Background: an optimization exercise with open tools, aiming at small area and a short achievable clock period. Do not read the settings as production practice. Only the layout flow was run in this run; the RTL was not checked for function there. Power figures rest on the tool's default switching activity, not on a simulated workload.

[design/flow/config.mk]
export PLATFORM = sky130hd
export DESIGN_NAME = QE_M
export DESIGN_NICKNAME = QE_M
export VERILOG_FILES = /design/flow/design.v
export SDC_FILE = /design/flow/constraint.sdc
export NUM_CORES = 4
export LEC_CHECK = 0
export CAP_MARGIN = 20
export CORE_MARGIN = 2
export CORE_UTILIZATION = 40
export SLEW_MARGIN = 20
export SYNTH_HIERARCHICAL = 1
[design/flow/constraint.sdc]
create_clock -name core_clock -period 6.5 [get_ports {clk}]
set_input_delay 1.3000 -clock core_clock [delete_from_list [all_inputs] [get_ports {clk}]]
set_output_delay 1.3000 -clock core_clock [all_outputs]
set_load 0.01 [all_outputs]
[design/flow/design.v]
module QE_M (clk, reset, in_a, in_b, in_c, in_x, mode, valid_in, last_input, valid_out, result);
input wire clk, reset, mode;
input wire [7:0] in_a;
input wire [7:0] in_b;
input wire [7:0] in_c;
input wire [7:0] in_x;
input wire valid_in, last_input;
output reg valid_out;
output wire [15:0] result;
reg T1a14, T1a13, T1b13, T1c13, T1a12, T1b12, T1c12, T1a11, T1b11, T1c11, T1a10, T1b10, T1c10, T1a9, T1b9, T1c9, T1a8, T1b8, T1c8, T1a7, T1b7, T1a6, T1b6, T1a5, T1b5, T1a4, T1b4, T1a3, T1b3, T1a2, T1b2, T1a1, T1b1, T1c1, T1a0, T1b0;
reg [7:0]  X1, C1;
reg        m1, f1;
reg [15:0] R;
reg [7:0]  X2, C2;
reg        keep2;
reg S3a15, S3b15, S3a14, S3b14, S3a13, S3b13, S3a12, S3b12, S3a11, S3b11, S3a10, S3b10, S3a9, S3b9, S3a8, S3b8, S3a7, S3b7, S3a6, S3b6, S3a5, S3b5, S3a4, S3b4, S3a3, S3b3, S3a2, S3b2, S3a1, S3b1, S3a0, S3b0;
reg [15:0] Y;
reg        q1, q2, q3;   
reg        lastd;        
wire [15:0] S3a = {S3a15, S3a14, S3a13, S3a12, S3a11, S3a10, S3a9, S3a8, S3a7, S3a6, S3a5, S3a4, S3a3, S3a2, S3a1, S3a0};
wire [15:0] S3b = {S3b15, S3b14, S3b13, S3b12, S3b11, S3b10, S3b9, S3b8, S3b7, S3b6, S3b5, S3b4, S3b3, S3b2, S3b1, S3b0};
wire [7:0] bg = in_b & {8{~mode}};
wire pa_0_0, pa_0_1, pa_0_2, pa_0_3, pa_0_4, pa_0_5, pa_0_6, pa_0_7;
wire pa_1_0, pa_1_1, pa_1_2, pa_1_3, pa_1_4, pa_1_5, pa_1_6, pa_1_7;
wire pa_2_0, pa_2_1, pa_2_2, pa_2_3, pa_2_4, pa_2_5, pa_2_6, pa_2_7;
wire pa_3_0, pa_3_1, pa_3_2, pa_3_3, pa_3_4, pa_3_5, pa_3_6, pa_3_7;
wire pa_4_0, pa_4_1, pa_4_2, pa_4_3, pa_4_4, pa_4_5, pa_4_6, pa_4_7;
wire pa_5_0, pa_5_1, pa_5_2, pa_5_3, pa_5_4, pa_5_5, pa_5_6, pa_5_7;
wire pa_6_0, pa_6_1, pa_6_2, pa_6_3, pa_6_4, pa_6_5, pa_6_6, pa_6_7;
wire pa_7_0, pa_7_1, pa_7_2, pa_7_3, pa_7_4, pa_7_5, pa_7_6, pa_7_7;
wire pc_0_0, pc_1_0, pc_2_0, pc_3_0, pc_4_0, pc_5_0, pc_6_0, pc_7_0;
wire pc_8_0, pc_9_0, pc_10_0, pc_11_0, pc_12_0, pc_13_0, pc_14_0, pc_15_0;
wire pc_0_1, pc_1_1, pc_2_1, pc_3_1, pc_4_1, pc_5_1, pc_6_1, pc_7_1;
wire pc_8_1, pc_9_1, pc_10_1, pc_11_1, pc_12_1, pc_13_1, pc_14_1, pc_0_2;
wire pc_1_2, pc_2_2, pc_3_2, pc_4_2, pc_5_2, pc_6_2, pc_7_2, pc_8_2;
wire pc_9_2, pc_10_2, pc_11_2, pc_12_2, pc_13_2, pc_0_3, pc_1_3, pc_2_3;
wire pc_3_3, pc_4_3, pc_5_3, pc_6_3, pc_7_3, pc_8_3, pc_9_3, pc_10_3;
wire pc_11_3, pc_12_3, pc_0_4, pc_1_4, pc_2_4, pc_3_4, pc_4_4, pc_5_4;
wire pc_6_4, pc_7_4, pc_8_4, pc_9_4, pc_10_4, pc_11_4, pc_0_5, pc_1_5;
wire pc_2_5, pc_3_5, pc_4_5, pc_5_5, pc_6_5, pc_7_5, pc_8_5, pc_9_5;
wire pc_10_5, pc_0_6, pc_1_6, pc_2_6, pc_3_6, pc_4_6, pc_5_6, pc_6_6;
wire pc_7_6, pc_8_6, pc_9_6, pc_0_7, pc_1_7, pc_2_7, pc_3_7, pc_4_7;
wire pc_5_7, pc_6_7, pc_7_7, pc_8_7, pc_acc_1_0, pc_acc_2_0, pc_acc_2_1;
assign pa_0_0 = in_a[0] & in_x[0];
assign pa_0_1 = in_a[0] & in_x[1];
assign pa_0_2 = in_a[0] & in_x[2];
assign pa_0_3 = in_a[0] & in_x[3];
assign pa_0_4 = in_a[0] & in_x[4];
assign pa_0_5 = in_a[0] & in_x[5];
assign pa_0_6 = in_a[0] & in_x[6];
assign pa_0_7 = in_a[0] & in_x[7];
assign pa_1_0 = in_a[1] & in_x[0];
assign pa_1_1 = in_a[1] & in_x[1];
assign pa_1_2 = in_a[1] & in_x[2];
assign pa_1_3 = in_a[1] & in_x[3];
assign pa_1_4 = in_a[1] & in_x[4];
assign pa_1_5 = in_a[1] & in_x[5];
assign pa_1_6 = in_a[1] & in_x[6];
assign pa_1_7 = in_a[1] & in_x[7];
assign pa_2_0 = in_a[2] & in_x[0];
assign pa_2_1 = in_a[2] & in_x[1];
assign pa_2_2 = in_a[2] & in_x[2];
assign pa_2_3 = in_a[2] & in_x[3];
assign pa_2_4 = in_a[2] & in_x[4];
assign pa_2_5 = in_a[2] & in_x[5];
assign pa_2_6 = in_a[2] & in_x[6];
assign pa_2_7 = in_a[2] & in_x[7];
assign pa_3_0 = in_a[3] & in_x[0];
assign pa_3_1 = in_a[3] & in_x[1];
assign pa_3_2 = in_a[3] & in_x[2];
assign pa_3_3 = in_a[3] & in_x[3];
assign pa_3_4 = in_a[3] & in_x[4];
assign pa_3_5 = in_a[3] & in_x[5];
assign pa_3_6 = in_a[3] & in_x[6];
assign pa_3_7 = in_a[3] & in_x[7];
assign pa_4_0 = in_a[4] & in_x[0];
assign pa_4_1 = in_a[4] & in_x[1];
assign pa_4_2 = in_a[4] & in_x[2];
assign pa_4_3 = in_a[4] & in_x[3];
assign pa_4_4 = in_a[4] & in_x[4];
assign pa_4_5 = in_a[4] & in_x[5];
assign pa_4_6 = in_a[4] & in_x[6];
assign pa_4_7 = in_a[4] & in_x[7];
assign pa_5_0 = in_a[5] & in_x[0];
assign pa_5_1 = in_a[5] & in_x[1];
assign pa_5_2 = in_a[5] & in_x[2];
assign pa_5_3 = in_a[5] & in_x[3];
assign pa_5_4 = in_a[5] & in_x[4];
assign pa_5_5 = in_a[5] & in_x[5];
assign pa_5_6 = in_a[5] & in_x[6];
assign pa_5_7 = in_a[5] & in_x[7];
assign pa_6_0 = in_a[6] & in_x[0];
assign pa_6_1 = in_a[6] & in_x[1];
assign pa_6_2 = in_a[6] & in_x[2];
assign pa_6_3 = in_a[6] & in_x[3];
assign pa_6_4 = in_a[6] & in_x[4];
assign pa_6_5 = in_a[6] & in_x[5];
assign pa_6_6 = in_a[6] & in_x[6];
assign pa_6_7 = in_a[6] & in_x[7];
assign pa_7_0 = in_a[7] & in_x[0];
assign pa_7_1 = in_a[7] & in_x[1];
assign pa_7_2 = in_a[7] & in_x[2];
assign pa_7_3 = in_a[7] & in_x[3];
assign pa_7_4 = in_a[7] & in_x[4];
assign pa_7_5 = in_a[7] & in_x[5];
assign pa_7_6 = in_a[7] & in_x[6];
assign pa_7_7 = in_a[7] & in_x[7];
wire ta_1, ta_2, ta_3, ta_4, ta_5, ta_6, ta_7, ta_8;
wire ta_9, ta_10, ta_11, ta_12, ta_13, ta_14, ta_15, ta_16;
wire ta_17, ta_18, ta_19, ta_20, ta_21, ta_22, ta_23, ta_24;
wire ta_25, ta_26, ta_27, ta_28, ta_29, ta_30, ta_31, ta_32;
wire ta_33, ta_34, ta_35, ta_36, ta_37, ta_38, ta_39, ta_40;
wire ta_41, ta_42, ta_43, ta_44, ta_45, ta_46, ta_47, ta_48;
wire ta_49, ta_50, ta_51, ta_52, ta_53, ta_54, ta_55, ta_56;
wire ta_57, ta_58, ta_59, ta_60, ta_61, ta_62, ta_63, ta_64;
wire ta_65, ta_66, ta_67, ta_68, ta_69, ta_70, ta_71, ta_72;
qe_fa ta_fa0 (.a(pa_0_2), .b(pa_1_1), .c(pa_2_0), .s(ta_1), .co(ta_2));
qe_fa ta_fa1 (.a(pa_0_3), .b(pa_1_2), .c(pa_2_1), .s(ta_3), .co(ta_4));
qe_fa ta_fa2 (.a(pa_3_0), .b(bg[3]), .c(ta_2), .s(ta_5), .co(ta_6));
qe_fa ta_fa3 (.a(pa_0_4), .b(pa_1_3), .c(pa_2_2), .s(ta_7), .co(ta_8));
qe_fa ta_fa4 (.a(pa_3_1), .b(pa_4_0), .c(bg[4]), .s(ta_9), .co(ta_10));
qe_fa ta_fa5 (.a(ta_4), .b(ta_7), .c(ta_9), .s(ta_11), .co(ta_12));
qe_fa ta_fa6 (.a(pa_0_5), .b(pa_1_4), .c(pa_2_3), .s(ta_13), .co(ta_14));
qe_fa ta_fa7 (.a(pa_3_2), .b(pa_4_1), .c(pa_5_0), .s(ta_15), .co(ta_16));
qe_fa ta_fa8 (.a(bg[5]), .b(ta_8), .c(ta_10), .s(ta_17), .co(ta_18));
qe_fa ta_fa9 (.a(ta_13), .b(ta_15), .c(ta_12), .s(ta_19), .co(ta_20));
qe_fa ta_fa10 (.a(pa_0_6), .b(pa_1_5), .c(pa_2_4), .s(ta_21), .co(ta_22));
qe_fa ta_fa11 (.a(pa_3_3), .b(pa_4_2), .c(pa_5_1), .s(ta_23), .co(ta_24));
qe_fa ta_fa12 (.a(pa_6_0), .b(bg[6]), .c(ta_14), .s(ta_25), .co(ta_26));
qe_fa ta_fa13 (.a(ta_16), .b(ta_21), .c(ta_23), .s(ta_27), .co(ta_28));
qe_fa ta_fa14 (.a(ta_18), .b(ta_25), .c(ta_27), .s(ta_29), .co(ta_30));
qe_fa ta_fa15 (.a(pa_0_7), .b(pa_1_6), .c(pa_2_5), .s(ta_31), .co(ta_32));
qe_fa ta_fa16 (.a(pa_3_4), .b(pa_4_3), .c(pa_5_2), .s(ta_33), .co(ta_34));
qe_fa ta_fa17 (.a(pa_6_1), .b(pa_7_0), .c(bg[7]), .s(ta_35), .co(ta_36));
qe_fa ta_fa18 (.a(ta_22), .b(ta_24), .c(ta_31), .s(ta_37), .co(ta_38));
qe_fa ta_fa19 (.a(ta_33), .b(ta_35), .c(ta_26), .s(ta_39), .co(ta_40));
qe_fa ta_fa20 (.a(ta_28), .b(ta_37), .c(ta_39), .s(ta_41), .co(ta_42));
qe_fa ta_fa21 (.a(pa_1_7), .b(pa_2_6), .c(pa_3_5), .s(ta_43), .co(ta_44));
qe_fa ta_fa22 (.a(pa_4_4), .b(pa_5_3), .c(pa_6_2), .s(ta_45), .co(ta_46));
qe_fa ta_fa23 (.a(pa_7_1), .b(ta_32), .c(ta_34), .s(ta_47), .co(ta_48));
qe_fa ta_fa24 (.a(ta_36), .b(ta_43), .c(ta_45), .s(ta_49), .co(ta_50));
qe_fa ta_fa25 (.a(ta_38), .b(ta_47), .c(ta_49), .s(ta_51), .co(ta_52));
qe_fa ta_fa26 (.a(pa_2_7), .b(pa_3_6), .c(pa_4_5), .s(ta_53), .co(ta_54));
qe_fa ta_fa27 (.a(pa_5_4), .b(pa_6_3), .c(pa_7_2), .s(ta_55), .co(ta_56));
qe_fa ta_fa28 (.a(ta_44), .b(ta_46), .c(ta_53), .s(ta_57), .co(ta_58));
qe_fa ta_fa29 (.a(ta_55), .b(ta_48), .c(ta_50), .s(ta_59), .co(ta_60));
qe_fa ta_fa30 (.a(pa_3_7), .b(pa_4_6), .c(pa_5_5), .s(ta_61), .co(ta_62));
qe_fa ta_fa31 (.a(pa_6_4), .b(pa_7_3), .c(ta_54), .s(ta_63), .co(ta_64));
qe_fa ta_fa32 (.a(ta_56), .b(ta_61), .c(ta_58), .s(ta_65), .co(ta_66));
qe_fa ta_fa33 (.a(pa_4_7), .b(pa_5_6), .c(pa_6_5), .s(ta_67), .co(ta_68));
qe_fa ta_fa34 (.a(pa_7_4), .b(ta_62), .c(ta_67), .s(ta_69), .co(ta_70));
qe_fa ta_fa35 (.a(pa_5_7), .b(pa_6_6), .c(pa_7_5), .s(ta_71), .co(ta_72));
wire tb_1, tb_2, tb_3, tb_4, tb_5, tb_6, tb_7, tb_8;
wire tb_9, tb_10, tb_11, tb_12, tb_13, tb_14, tb_15, tb_16;
wire tb_17, tb_18, tb_19, tb_20, tb_21, tb_22, tb_23, tb_24;
wire tb_25, tb_26;
qe_ha tb_ha0 (.a(T1a1), .b(T1b1), .s(tb_1), .co(tb_2));
qe_ha tb_ha1 (.a(T1a2), .b(T1b2), .s(tb_3), .co(tb_4));
qe_ha tb_ha2 (.a(T1a3), .b(T1b3), .s(tb_5), .co(tb_6));
qe_ha tb_ha3 (.a(T1a4), .b(T1b4), .s(tb_7), .co(tb_8));
qe_ha tb_ha4 (.a(T1a5), .b(T1b5), .s(tb_9), .co(tb_10));
qe_ha tb_ha5 (.a(T1a6), .b(T1b6), .s(tb_11), .co(tb_12));
qe_ha tb_ha6 (.a(T1a7), .b(T1b7), .s(tb_13), .co(tb_14));
qe_fa tb_fa0 (.a(T1a8), .b(T1b8), .c(T1c8), .s(tb_15), .co(tb_16));
qe_fa tb_fa1 (.a(T1a9), .b(T1b9), .c(T1c9), .s(tb_17), .co(tb_18));
qe_fa tb_fa2 (.a(T1a10), .b(T1b10), .c(T1c10), .s(tb_19), .co(tb_20));
qe_fa tb_fa3 (.a(T1a11), .b(T1b11), .c(T1c11), .s(tb_21), .co(tb_22));
qe_fa tb_fa4 (.a(T1a12), .b(T1b12), .c(T1c12), .s(tb_23), .co(tb_24));
qe_fa tb_fa5 (.a(T1a13), .b(T1b13), .c(T1c13), .s(tb_25), .co(tb_26));
wire [15:0] SBa = {1'b0, T1a14, tb_24, tb_22, tb_20, tb_18, tb_16, tb_14, tb_12, tb_10, tb_8, tb_6, tb_4, tb_2, T1c1, T1a0};
wire [15:0] SBb = {1'b0, tb_26, tb_25, tb_23, tb_21, tb_19, tb_17, tb_15, tb_13, tb_11, tb_9, tb_7, tb_5, tb_3, tb_1, T1b0};
assign pc_0_0 = R[0] & X2[0];
assign pc_1_0 = R[1] & X2[0];
assign pc_2_0 = R[2] & X2[0];
assign pc_3_0 = R[3] & X2[0];
assign pc_4_0 = R[4] & X2[0];
assign pc_5_0 = R[5] & X2[0];
assign pc_6_0 = R[6] & X2[0];
assign pc_7_0 = R[7] & X2[0];
assign pc_8_0 = R[8] & X2[0];
assign pc_9_0 = R[9] & X2[0];
assign pc_10_0 = R[10] & X2[0];
assign pc_11_0 = R[11] & X2[0];
assign pc_12_0 = R[12] & X2[0];
assign pc_13_0 = R[13] & X2[0];
assign pc_14_0 = R[14] & X2[0];
assign pc_15_0 = R[15] & X2[0];
assign pc_0_1 = (R[0] & X2[1]) | (S3a[1] & keep2);
assign pc_1_1 = (R[1] & X2[1]) | (S3a[2] & keep2);
assign pc_2_1 = (R[2] & X2[1]) | (S3a[3] & keep2);
assign pc_3_1 = (R[3] & X2[1]) | (S3a[4] & keep2);
assign pc_4_1 = (R[4] & X2[1]) | (S3a[5] & keep2);
assign pc_5_1 = (R[5] & X2[1]) | (S3a[6] & keep2);
assign pc_6_1 = (R[6] & X2[1]) | (S3a[7] & keep2);
assign pc_7_1 = (R[7] & X2[1]) | (S3a[8] & keep2);
assign pc_8_1 = (R[8] & X2[1]) | (S3a[9] & keep2);
assign pc_9_1 = (R[9] & X2[1]) | (S3a[10] & keep2);
assign pc_10_1 = (R[10] & X2[1]) | (S3a[11] & keep2);
assign pc_11_1 = (R[11] & X2[1]) | (S3a[12] & keep2);
assign pc_12_1 = (R[12] & X2[1]) | (S3a[13] & keep2);
assign pc_13_1 = (R[13] & X2[1]) | (S3a[14] & keep2);
assign pc_14_1 = (R[14] & X2[1]) | (S3a[15] & keep2);
assign pc_0_2 = (R[0] & X2[2]) | (S3b[2] & keep2);
assign pc_1_2 = (R[1] & X2[2]) | (S3b[3] & keep2);
assign pc_2_2 = (R[2] & X2[2]) | (S3b[4] & keep2);
assign pc_3_2 = (R[3] & X2[2]) | (S3b[5] & keep2);
assign pc_4_2 = (R[4] & X2[2]) | (S3b[6] & keep2);
assign pc_5_2 = (R[5] & X2[2]) | (S3b[7] & keep2);
assign pc_6_2 = (R[6] & X2[2]) | (S3b[8] & keep2);
assign pc_7_2 = (R[7] & X2[2]) | (S3b[9] & keep2);
assign pc_8_2 = (R[8] & X2[2]) | (S3b[10] & keep2);
assign pc_9_2 = (R[9] & X2[2]) | (S3b[11] & keep2);
assign pc_10_2 = (R[10] & X2[2]) | (S3b[12] & keep2);
assign pc_11_2 = (R[11] & X2[2]) | (S3b[13] & keep2);
assign pc_12_2 = (R[12] & X2[2]) | (S3b[14] & keep2);
assign pc_13_2 = (R[13] & X2[2]) | (S3b[15] & keep2);
assign pc_0_3 = R[0] & X2[3];
assign pc_1_3 = R[1] & X2[3];
assign pc_2_3 = R[2] & X2[3];
assign pc_3_3 = R[3] & X2[3];
assign pc_4_3 = R[4] & X2[3];
assign pc_5_3 = R[5] & X2[3];
assign pc_6_3 = R[6] & X2[3];
assign pc_7_3 = R[7] & X2[3];
assign pc_8_3 = R[8] & X2[3];
assign pc_9_3 = R[9] & X2[3];
assign pc_10_3 = R[10] & X2[3];
assign pc_11_3 = R[11] & X2[3];
assign pc_12_3 = R[12] & X2[3];
assign pc_0_4 = R[0] & X2[4];
assign pc_1_4 = R[1] & X2[4];
assign pc_2_4 = R[2] & X2[4];
assign pc_3_4 = R[3] & X2[4];
assign pc_4_4 = R[4] & X2[4];
assign pc_5_4 = R[5] & X2[4];
assign pc_6_4 = R[6] & X2[4];
assign pc_7_4 = R[7] & X2[4];
assign pc_8_4 = R[8] & X2[4];
assign pc_9_4 = R[9] & X2[4];
assign pc_10_4 = R[10] & X2[4];
assign pc_11_4 = R[11] & X2[4];
assign pc_0_5 = R[0] & X2[5];
assign pc_1_5 = R[1] & X2[5];
assign pc_2_5 = R[2] & X2[5];
assign pc_3_5 = R[3] & X2[5];
assign pc_4_5 = R[4] & X2[5];
assign pc_5_5 = R[5] & X2[5];
assign pc_6_5 = R[6] & X2[5];
assign pc_7_5 = R[7] & X2[5];
assign pc_8_5 = R[8] & X2[5];
assign pc_9_5 = R[9] & X2[5];
assign pc_10_5 = R[10] & X2[5];
assign pc_0_6 = R[0] & X2[6];
assign pc_1_6 = R[1] & X2[6];
assign pc_2_6 = R[2] & X2[6];
assign pc_3_6 = R[3] & X2[6];
assign pc_4_6 = R[4] & X2[6];
assign pc_5_6 = R[5] & X2[6];
assign pc_6_6 = R[6] & X2[6];
assign pc_7_6 = R[7] & X2[6];
assign pc_8_6 = R[8] & X2[6];
assign pc_9_6 = R[9] & X2[6];
assign pc_0_7 = R[0] & X2[7];
assign pc_1_7 = R[1] & X2[7];
assign pc_2_7 = R[2] & X2[7];
assign pc_3_7 = R[3] & X2[7];
assign pc_4_7 = R[4] & X2[7];
assign pc_5_7 = R[5] & X2[7];
assign pc_6_7 = R[6] & X2[7];
assign pc_7_7 = R[7] & X2[7];
assign pc_8_7 = R[8] & X2[7];
assign pc_acc_1_0 = S3a[0] & keep2;
assign pc_acc_2_0 = S3b[0] & keep2;
assign pc_acc_2_1 = S3b[1] & keep2;
wire tc_1, tc_2, tc_3, tc_4, tc_5, tc_6, tc_7, tc_8;
wire tc_9, tc_10, tc_11, tc_12, tc_13, tc_14, tc_15, tc_16;
wire tc_17, tc_18, tc_19, tc_20, tc_21, tc_22, tc_23, tc_24;
wire tc_25, tc_26, tc_27, tc_28, tc_29, tc_30, tc_31, tc_32;
wire tc_33, tc_34, tc_35, tc_36, tc_37, tc_38, tc_39, tc_40;
wire tc_41, tc_42, tc_43, tc_44, tc_45, tc_46, tc_47, tc_48;
wire tc_49, tc_50, tc_51, tc_52, tc_53, tc_54, tc_55, tc_56;
wire tc_57, tc_58, tc_59, tc_60, tc_61, tc_62, tc_63, tc_64;
wire tc_65, tc_66, tc_67, tc_68, tc_69, tc_70, tc_71, tc_72;
wire tc_73, tc_74, tc_75, tc_76, tc_77, tc_78, tc_79, tc_80;
wire tc_81, tc_82, tc_83, tc_84, tc_85, tc_86, tc_87, tc_88;
wire tc_89, tc_90, tc_91, tc_92, tc_93, tc_94, tc_95, tc_96;
wire tc_97, tc_98, tc_99, tc_100, tc_101, tc_102, tc_103, tc_104;
wire tc_105, tc_106, tc_107, tc_108, tc_109, tc_110, tc_111, tc_112;
wire tc_113, tc_114, tc_115, tc_116, tc_117, tc_118, tc_119, tc_120;
wire tc_121, tc_122, tc_123, tc_124, tc_125, tc_126, tc_127, tc_128;
wire tc_129, tc_130, tc_131, tc_132, tc_133, tc_134, tc_135, tc_136;
wire tc_137, tc_138, tc_139, tc_140, tc_141, tc_142, tc_143, tc_144;
wire tc_145, tc_146, tc_147, tc_148, tc_149, tc_150, tc_151, tc_152;
wire tc_153, tc_154, tc_155, tc_156, tc_157, tc_158, tc_159, tc_160;
wire tc_161, tc_162, tc_163, tc_164, tc_165, tc_166, tc_167, tc_168;
wire tc_169, tc_170, tc_171, tc_172;
qe_fa tc_fa0 (.a(C2[0]), .b(pc_0_0), .c(pc_acc_1_0), .s(tc_1), .co(tc_2));
qe_fa tc_fa1 (.a(C2[1]), .b(pc_1_0), .c(pc_0_1), .s(tc_3), .co(tc_4));
qe_ha tc_ha0 (.a(pc_acc_2_1), .b(tc_2), .s(tc_5), .co(tc_6));
qe_fa tc_fa2 (.a(C2[2]), .b(pc_2_0), .c(pc_1_1), .s(tc_7), .co(tc_8));
qe_fa tc_fa3 (.a(pc_0_2), .b(tc_4), .c(tc_7), .s(tc_9), .co(tc_10));
qe_fa tc_fa4 (.a(C2[3]), .b(pc_3_0), .c(pc_2_1), .s(tc_11), .co(tc_12));
qe_fa tc_fa5 (.a(pc_1_2), .b(pc_0_3), .c(tc_8), .s(tc_13), .co(tc_14));
qe_ha tc_ha1 (.a(tc_11), .b(tc_10), .s(tc_15), .co(tc_16));
qe_fa tc_fa6 (.a(C2[4]), .b(pc_4_0), .c(pc_3_1), .s(tc_17), .co(tc_18));
qe_fa tc_fa7 (.a(pc_2_2), .b(pc_1_3), .c(pc_0_4), .s(tc_19), .co(tc_20));
qe_fa tc_fa8 (.a(tc_12), .b(tc_17), .c(tc_19), .s(tc_21), .co(tc_22));
qe_ha tc_ha2 (.a(tc_14), .b(tc_21), .s(tc_23), .co(tc_24));
qe_fa tc_fa9 (.a(C2[5]), .b(pc_5_0), .c(pc_4_1), .s(tc_25), .co(tc_26));
qe_fa tc_fa10 (.a(pc_3_2), .b(pc_2_3), .c(pc_1_4), .s(tc_27), .co(tc_28));
qe_fa tc_fa11 (.a(pc_0_5), .b(tc_18), .c(tc_20), .s(tc_29), .co(tc_30));
qe_fa tc_fa12 (.a(tc_25), .b(tc_27), .c(tc_22), .s(tc_31), .co(tc_32));
qe_ha tc_ha3 (.a(tc_29), .b(tc_24), .s(tc_33), .co(tc_34));
qe_fa tc_fa13 (.a(C2[6]), .b(pc_6_0), .c(pc_5_1), .s(tc_35), .co(tc_36));
qe_fa tc_fa14 (.a(pc_4_2), .b(pc_3_3), .c(pc_2_4), .s(tc_37), .co(tc_38));
qe_fa tc_fa15 (.a(pc_1_5), .b(pc_0_6), .c(tc_26), .s(tc_39), .co(tc_40));
qe_fa tc_fa16 (.a(tc_28), .b(tc_35), .c(tc_37), .s(tc_41), .co(tc_42));
qe_fa tc_fa17 (.a(tc_30), .b(tc_39), .c(tc_41), .s(tc_43), .co(tc_44));
qe_ha tc_ha4 (.a(tc_32), .b(tc_34), .s(tc_45), .co(tc_46));
qe_fa tc_fa18 (.a(C2[7]), .b(pc_7_0), .c(pc_6_1), .s(tc_47), .co(tc_48));
qe_fa tc_fa19 (.a(pc_5_2), .b(pc_4_3), .c(pc_3_4), .s(tc_49), .co(tc_50));
qe_fa tc_fa20 (.a(pc_2_5), .b(pc_1_6), .c(pc_0_7), .s(tc_51), .co(tc_52));
qe_fa tc_fa21 (.a(tc_36), .b(tc_38), .c(tc_47), .s(tc_53), .co(tc_54));
qe_fa tc_fa22 (.a(tc_49), .b(tc_51), .c(tc_40), .s(tc_55), .co(tc_56));
qe_fa tc_fa23 (.a(tc_42), .b(tc_53), .c(tc_55), .s(tc_57), .co(tc_58));
qe_ha tc_ha5 (.a(tc_44), .b(tc_46), .s(tc_59), .co(tc_60));
qe_fa tc_fa24 (.a(pc_8_0), .b(pc_7_1), .c(pc_6_2), .s(tc_61), .co(tc_62));
qe_fa tc_fa25 (.a(pc_5_3), .b(pc_4_4), .c(pc_3_5), .s(tc_63), .co(tc_64));
qe_fa tc_fa26 (.a(pc_2_6), .b(pc_1_7), .c(tc_48), .s(tc_65), .co(tc_66));
qe_fa tc_fa27 (.a(tc_50), .b(tc_52), .c(tc_61), .s(tc_67), .co(tc_68));
qe_fa tc_fa28 (.a(tc_63), .b(tc_54), .c(tc_65), .s(tc_69), .co(tc_70));
qe_fa tc_fa29 (.a(tc_67), .b(tc_56), .c(tc_69), .s(tc_71), .co(tc_72));
qe_ha tc_ha6 (.a(tc_58), .b(tc_71), .s(tc_73), .co(tc_74));
qe_fa tc_fa30 (.a(pc_9_0), .b(pc_8_1), .c(pc_7_2), .s(tc_75), .co(tc_76));
qe_fa tc_fa31 (.a(pc_6_3), .b(pc_5_4), .c(pc_4_5), .s(tc_77), .co(tc_78));
qe_fa tc_fa32 (.a(pc_3_6), .b(pc_2_7), .c(tc_62), .s(tc_79), .co(tc_80));
qe_fa tc_fa33 (.a(tc_64), .b(tc_75), .c(tc_77), .s(tc_81), .co(tc_82));
qe_fa tc_fa34 (.a(tc_66), .b(tc_68), .c(tc_79), .s(tc_83), .co(tc_84));
qe_fa tc_fa35 (.a(tc_81), .b(tc_70), .c(tc_83), .s(tc_85), .co(tc_86));
qe_ha tc_ha7 (.a(tc_72), .b(tc_85), .s(tc_87), .co(tc_88));
qe_fa tc_fa36 (.a(pc_10_0), .b(pc_9_1), .c(pc_8_2), .s(tc_89), .co(tc_90));
qe_fa tc_fa37 (.a(pc_7_3), .b(pc_6_4), .c(pc_5_5), .s(tc_91), .co(tc_92));
qe_fa tc_fa38 (.a(pc_4_6), .b(pc_3_7), .c(tc_76), .s(tc_93), .co(tc_94));
qe_fa tc_fa39 (.a(tc_78), .b(tc_89), .c(tc_91), .s(tc_95), .co(tc_96));
qe_fa tc_fa40 (.a(tc_80), .b(tc_82), .c(tc_93), .s(tc_97), .co(tc_98));
qe_fa tc_fa41 (.a(tc_95), .b(tc_84), .c(tc_97), .s(tc_99), .co(tc_100));
qe_ha tc_ha8 (.a(tc_86), .b(tc_99), .s(tc_101), .co(tc_102));
qe_fa tc_fa42 (.a(pc_11_0), .b(pc_10_1), .c(pc_9_2), .s(tc_103), .co(tc_104));
qe_fa tc_fa43 (.a(pc_8_3), .b(pc_7_4), .c(pc_6_5), .s(tc_105), .co(tc_106));
qe_fa tc_fa44 (.a(pc_5_6), .b(pc_4_7), .c(tc_90), .s(tc_107), .co(tc_108));
qe_fa tc_fa45 (.a(tc_92), .b(tc_103), .c(tc_105), .s(tc_109), .co(tc_110));
qe_fa tc_fa46 (.a(tc_94), .b(tc_96), .c(tc_107), .s(tc_111), .co(tc_112));
qe_fa tc_fa47 (.a(tc_109), .b(tc_98), .c(tc_111), .s(tc_113), .co(tc_114));
qe_ha tc_ha9 (.a(tc_100), .b(tc_113), .s(tc_115), .co(tc_116));
qe_fa tc_fa48 (.a(pc_12_0), .b(pc_11_1), .c(pc_10_2), .s(tc_117), .co(tc_118));
qe_fa tc_fa49 (.a(pc_9_3), .b(pc_8_4), .c(pc_7_5), .s(tc_119), .co(tc_120));
qe_fa tc_fa50 (.a(pc_6_6), .b(pc_5_7), .c(tc_104), .s(tc_121), .co(tc_122));
qe_fa tc_fa51 (.a(tc_106), .b(tc_117), .c(tc_119), .s(tc_123), .co(tc_124));
qe_fa tc_fa52 (.a(tc_108), .b(tc_110), .c(tc_121), .s(tc_125), .co(tc_126));
qe_fa tc_fa53 (.a(tc_123), .b(tc_112), .c(tc_125), .s(tc_127), .co(tc_128));
qe_ha tc_ha10 (.a(tc_114), .b(tc_127), .s(tc_129), .co(tc_130));
qe_fa tc_fa54 (.a(pc_13_0), .b(pc_12_1), .c(pc_11_2), .s(tc_131), .co(tc_132));
qe_fa tc_fa55 (.a(pc_10_3), .b(pc_9_4), .c(pc_8_5), .s(tc_133), .co(tc_134));
qe_fa tc_fa56 (.a(pc_7_6), .b(pc_6_7), .c(tc_118), .s(tc_135), .co(tc_136));
qe_fa tc_fa57 (.a(tc_120), .b(tc_131), .c(tc_133), .s(tc_137), .co(tc_138));
qe_fa tc_fa58 (.a(tc_122), .b(tc_124), .c(tc_135), .s(tc_139), .co(tc_140));
qe_fa tc_fa59 (.a(tc_137), .b(tc_126), .c(tc_139), .s(tc_141), .co(tc_142));
qe_ha tc_ha11 (.a(tc_128), .b(tc_141), .s(tc_143), .co(tc_144));
qe_fa tc_fa60 (.a(pc_14_0), .b(pc_13_1), .c(pc_12_2), .s(tc_145), .co(tc_146));
qe_fa tc_fa61 (.a(pc_11_3), .b(pc_10_4), .c(pc_9_5), .s(tc_147), .co(tc_148));
qe_fa tc_fa62 (.a(pc_8_6), .b(pc_7_7), .c(tc_132), .s(tc_149), .co(tc_150));
qe_fa tc_fa63 (.a(tc_134), .b(tc_145), .c(tc_147), .s(tc_151), .co(tc_152));
qe_fa tc_fa64 (.a(tc_136), .b(tc_138), .c(tc_149), .s(tc_153), .co(tc_154));
qe_fa tc_fa65 (.a(tc_151), .b(tc_140), .c(tc_153), .s(tc_155), .co(tc_156));
qe_ha tc_ha12 (.a(tc_142), .b(tc_155), .s(tc_157), .co(tc_158));
qe_fa tc_fa66 (.a(pc_15_0), .b(pc_14_1), .c(pc_13_2), .s(tc_159), .co(tc_160));
qe_fa tc_fa67 (.a(pc_12_3), .b(pc_11_4), .c(pc_10_5), .s(tc_161), .co(tc_162));
qe_fa tc_fa68 (.a(pc_9_6), .b(pc_8_7), .c(tc_146), .s(tc_163), .co(tc_164));
qe_fa tc_fa69 (.a(tc_148), .b(tc_159), .c(tc_161), .s(tc_165), .co(tc_166));
qe_fa tc_fa70 (.a(tc_150), .b(tc_152), .c(tc_163), .s(tc_167), .co(tc_168));
qe_fa tc_fa71 (.a(tc_165), .b(tc_154), .c(tc_167), .s(tc_169), .co(tc_170));
qe_ha tc_ha13 (.a(tc_156), .b(tc_169), .s(tc_171), .co(tc_172));
always @(posedge clk) begin
	T1a14 <= pa_7_7;
	T1a13 <= pa_6_7;
	T1b13 <= pa_7_6;
	T1c13 <= ta_72;
	T1a12 <= ta_68;
	T1b12 <= ta_71;
	T1c12 <= ta_70;
	T1a11 <= ta_64;
	T1b11 <= ta_69;
	T1c11 <= ta_66;
	T1a10 <= ta_63;
	T1b10 <= ta_60;
	T1c10 <= ta_65;
	T1a9 <= ta_57;
	T1b9 <= ta_52;
	T1c9 <= ta_59;
	T1a8 <= ta_40;
	T1b8 <= ta_51;
	T1c8 <= ta_42;
	T1a7 <= ta_30;
	T1b7 <= ta_41;
	T1a6 <= ta_20;
	T1b6 <= ta_29;
	T1a5 <= ta_17;
	T1b5 <= ta_19;
	T1a4 <= ta_6;
	T1b4 <= ta_11;
	T1a3 <= ta_3;
	T1b3 <= ta_5;
	T1a2 <= bg[2];
	T1b2 <= ta_1;
	T1a1 <= pa_0_1;
	T1b1 <= pa_1_0;
	T1c1 <= bg[1];
	T1a0 <= pa_0_0;
	T1b0 <= bg[0];
	X1 <= mode ? {7'd0, valid_in} : in_x;
	C1 <= in_c & {8{~mode}};
	m1 <= mode;
	f1 <= lastd;
	R  <= SBa + SBb;
	X2 <= X1;
	C2 <= C1;
	keep2 <= m1 & ~f1;
	S3a15 <= tc_158;
	S3b15 <= tc_171;
	S3a14 <= tc_144;
	S3b14 <= tc_157;
	S3a13 <= tc_130;
	S3b13 <= tc_143;
	S3a12 <= tc_116;
	S3b12 <= tc_129;
	S3a11 <= tc_102;
	S3b11 <= tc_115;
	S3a10 <= tc_88;
	S3b10 <= tc_101;
	S3a9 <= tc_74;
	S3b9 <= tc_87;
	S3a8 <= tc_60;
	S3b8 <= tc_73;
	S3a7 <= tc_57;
	S3b7 <= tc_59;
	S3a6 <= tc_43;
	S3b6 <= tc_45;
	S3a5 <= tc_31;
	S3b5 <= tc_33;
	S3a4 <= tc_16;
	S3b4 <= tc_23;
	S3a3 <= tc_13;
	S3b3 <= tc_15;
	S3a2 <= tc_6;
	S3b2 <= tc_9;
	S3a1 <= tc_3;
	S3b1 <= tc_5;
	S3a0 <= pc_acc_2_0;
	S3b0 <= tc_1;
	Y  <= S3a + S3b;
end
always @(posedge clk or posedge reset) begin
	if (reset) begin
		q1 <= 1'b0;
		q2 <= 1'b0;
		q3 <= 1'b0;
		valid_out <= 1'b0;
		lastd <= 1'b1;
	end else begin
		q1 <= mode ? last_input : valid_in;
		q2 <= q1;
		q3 <= q2;
		valid_out <= q3;
		lastd <= last_input;
	end
end
assign result = Y;
endmodule
module qe_fa (a, b, c, s, co);
input wire a, b, c;
output wire s, co;
assign {co, s} = a + b + c;
endmodule
module qe_ha (a, b, s, co);
input wire a, b;
output wire s, co;
assign {co, s} = a + b;
endmodule
[design/flow/run.sh]
#!/bin/bash
# synth_recipe.tcl (not shown) runs the flow's synth.tcl, then flattens the netlist and writes it again
# the make line also repeats each setting of config.mk as NAME=value (left out here)
make -C /OpenROAD-flow-scripts/flow DESIGN_CONFIG=/design/flow/config.mk WORK_HOME=/design/flow/orfs CLKGATE_MAP_FILE= SYNTH_SCRIPT=/design/flow/synth_recipe.tcl finish
==> run notes <==
==> worst max path at each step <==
stage / endpoint / start / slack, ns
after floorplan: T1b7 / in_a[0] / 3.22
after global placement: T1b7 / mode / 2.38
after detailed placement: T1b7 / mode / 2.31
after CTS: T1b7 / mode / 2.77
after global routing: T1b7 / mode / 2.65
final: T1b7 / mode / 2.81
==> worst max-delay path, cell delays in order <==
cell	delay, ns
clkdlybuf4s50_1	1.11
nor2b_1	0.15
fa_1	0.49
fa_1	0.53
fa_1	0.40
==> sequential cells by signal, summed over array words and instances (netlist names), 8 cells and up <==
| signal | cells |
|---|---|
| C1 | 8 |
| C2 | 8 |
| R | 16 |
| X1 | 8 |
| X2 | 8 |
| Y | 16 |
==> per-module statistics from Yosys, one instance, submodules excluded <==
module  copies in the design  area (µm²)
qe_fa                    114        20.0
QE_M                       1        5700
qe_ha                     21        12.5
==> cells in the final DEF, fill, tap and decap left out, types with 3 or more instances in the layout <==
cell             instances
a211oi_1                 7
o21ai_1                 11
nor2_1                  17
a31oi_1                  5
dfrtp_1                  4
xor2_1                   8
ha_1                    51
inv_6                    4
clkdlybuf4s50_1         53
a21o_1                   9
o211ai_1                 3
xnor2_1                 12
a22o_1                  29
and2_1                 139
o21ai_0                  7
clkbuf_16               17
nand2_1                 17
inv_1                    9
nand4_1                  3
clkbuf_1                 3
nand2b_1                 5
nand3_1                 10
nor2b_1                 24
and3_1                   3
dfxtp_1                135
a41oi_1                  3
fa_1                   116
clkinv_4                 3
a21oi_1                 17
o21a_1                   4
==> stage by stage <==
step / instances / cell area, µm² / hold slack, ns / power (W) / worst slack (ns)
floorplan: 692 / 8240 / 0.310 / 0.00264 / 3.22
finish: 1032 / 9610 / 0.321 / 0.00407 / 2.81
detailed placement: 1000 / 9050 / 0.312 / 0.00317 / 2.31
global route: 1032 / 9610 / 0.322 / 0.00444 / 2.65
global placement: 1000 / 9050 / 0.313 / 0.00311 / 2.38
CTS: 1032 / 9610 / 0.323 / 0.00411 / 2.77
==> layout make-up <==
cell class | count | area share [%]
Timing Repair Buffer | 54 | 5.60
Multi-Input combinational cell | 527 | 55.3
Inverter | 9 | 0.352
Tap cell | 270 | 3.52
Clock buffer | 21 | 4.69
Clock inverter | 11 | 1.13
Sequential cell | 140 | 29.4
==> power by group through the flow <==
stage                     clock network (W)  logic, W  registers, W
after global placement                    0   0.00179       0.00131
after detailed placement                  0   0.00186       0.00132
final                              0.000911   0.00186       0.00130
after global routing               0.000975   0.00214       0.00133
after CTS                          0.000933   0.00187       0.00130
after floorplan                           0   0.00138       0.00126
==> metal layers <==
metal	GRT usage, %	routed length (µm)	up-vias
li1	-	-	2455
met4	6.78	386	0
met3	3.12	570	37
met2	27.3	8050	128
met5	0	0	-
met1	19.9	7410	2584
==> kinds of logic (layout without fill, tap and decap cells) <==
family | after synthesis | in the layout | synth area share (%)
compound gates | 113 | 113 | 10.2
xor+xnor | 20 | 20 | 2.13
mux | 2 | 2 | 0.273
flops | 140 | 140 | 34.3
fa+ha+maj | 167 | 167 | 35.9
simple gates | 225 | 225 | 15.9
buf+inv | 25 | 95 | 1.27
==> run notes <==
outcome timing/DRC/antenna clean; Seq pwr share 31.9%; Synth async-reset ratio 3.57%; Arr. time, crit path 3.98 ns; # hold bufs at CTS 0; DRT Wirelength 16.4 mm; vias in the first global route 5,619; RR Startpoint X2[1]; Worst Path Required 6.80 ns; EDFF count, synth 0; Buffers on Ports 53; multi-input logic area 5310 µm²; Cell Int Power 0.00255 W; worst r2r path cells 6; clk buf depth 2; die height 148 µm; Finish-stage setup viols 0; Setup Fix Bufs, Post-CTS 0; syn_nets 896; Max Cap Violations 0; CTS resizes 0; fin. max-slew vios 0; minimum clock period 3.69 ns; Sequential Area 2830 µm²; worst min path class flop to flop; clock latency on the worst-skew pair 0.42 ns; Clock Skew 0.00613 ns; Hold EP C2[6]; commonest cells in the synthesized netlist and2_1, dfxtp_1, fa_1; core area 20,200 µm²; drc violations 0; critical path class input port to flop; # diodes 0; PwrDens 423 nW/µm²; global-route wire length before repair 27.3 mm; top cells by area, synth dfxtp_1, fa_1, and2_1, ha_1, a22o_1; initial core utilization 40.7%; vias per cell 5.04; Synth area leader dfxtp_1; initial antenna violation count 0; CTS Buf Count 17; Mean Syn Cell Area 11.9 µm²; final net count 953; TritonCTS Sinks 140; period utilisation layout 56.7%; cell count after synthesis 692; total grt overflow 0; Yosys reg bits 140; endpoints failing hold 0; vias 5,204; reg-to-reg slack, setup 3.17 ns; crit end category flop; H-Tree Depth 4; crit-path max FO 26; maximum VDD drop 0.000133 V; Clk network pwr share 22.4%; total iterations of the first detailed-routing run 6; CTS tree yes; Sw Pwr 0.00152 W; global-route usage over all layers 16.0%; sequential area share after synthesis 34.3%; remaining antenna violation count 0; largest net degree at the start of global routing 33; r2r endpoint S3b11; DR WL/cell 15.9 µm; max_slew headroom 34.5%; switching share of power 37.4%; # rows 52; Core Util, Final 47.5%; count leader, synth and2_1; Die Area 21,800 µm²; DRT iter0 DRCs 273; gpl congestion 0.875; cell area after synthesis 8240 µm²; min-delay src C1[6]; static leakage 4.22 nW; Syn-to-layout area delta 16.5%; Final TNS setup 0 ns; Cell variety after synth 50; fill cell total of the finished layout 1,803; hold depth 0; Tightest Pin Transition 0.980 ns; I/O Pins 54; Reg clk slew, reported paths 0.06 ns; yosys warns 7; RSZ-0062 raised after global routing false; Final HPWL DP 12.6 mm; dominant synthesized flop cell dfxtp_1; Comb power frac 45.7%; fmax 271 MHz; top-area cell type share of the netlist area 32.8%; CTS root buf clkbuf_16; nature of the critical path startpoint input port; fraction of layout cells with a size suffix above 1 4.86%; Chip Width 148 µm

[separate check: timing with driven ports]
How much do the figures lean on ideal ports? The routed layout below was timed once more, with nothing changed but the port constraints. Step 1 (the two cells are an assumption about what drives the block):
set clk [get_ports {clk}]
set_driving_cell -lib_cell sky130_fd_sc_hd__clkbuf_16 $clk
set_driving_cell -lib_cell sky130_fd_sc_hd__buf_2 [delete_from_list [all_inputs] $clk]
Step 2 adds t to the input delays and takes it off the output delays; t is the mean of the earliest and latest rising clock arrival at the registers after step 1. Input paths then give back, and output paths get back, about the clock's delay inside the block. Three values: ideal ports, drivers, drivers and shift; two values: the first two.
t, ns: 0.459
slack for setup (ns): 2.814 / 2.828 / 2.369
worst slew at a driven data input, ns: 0.03
After both steps setup and hold are still met in this run. For this run, drivers alone change the setup slack by +0.014 ns; drivers and shift together by -0.445 ns.
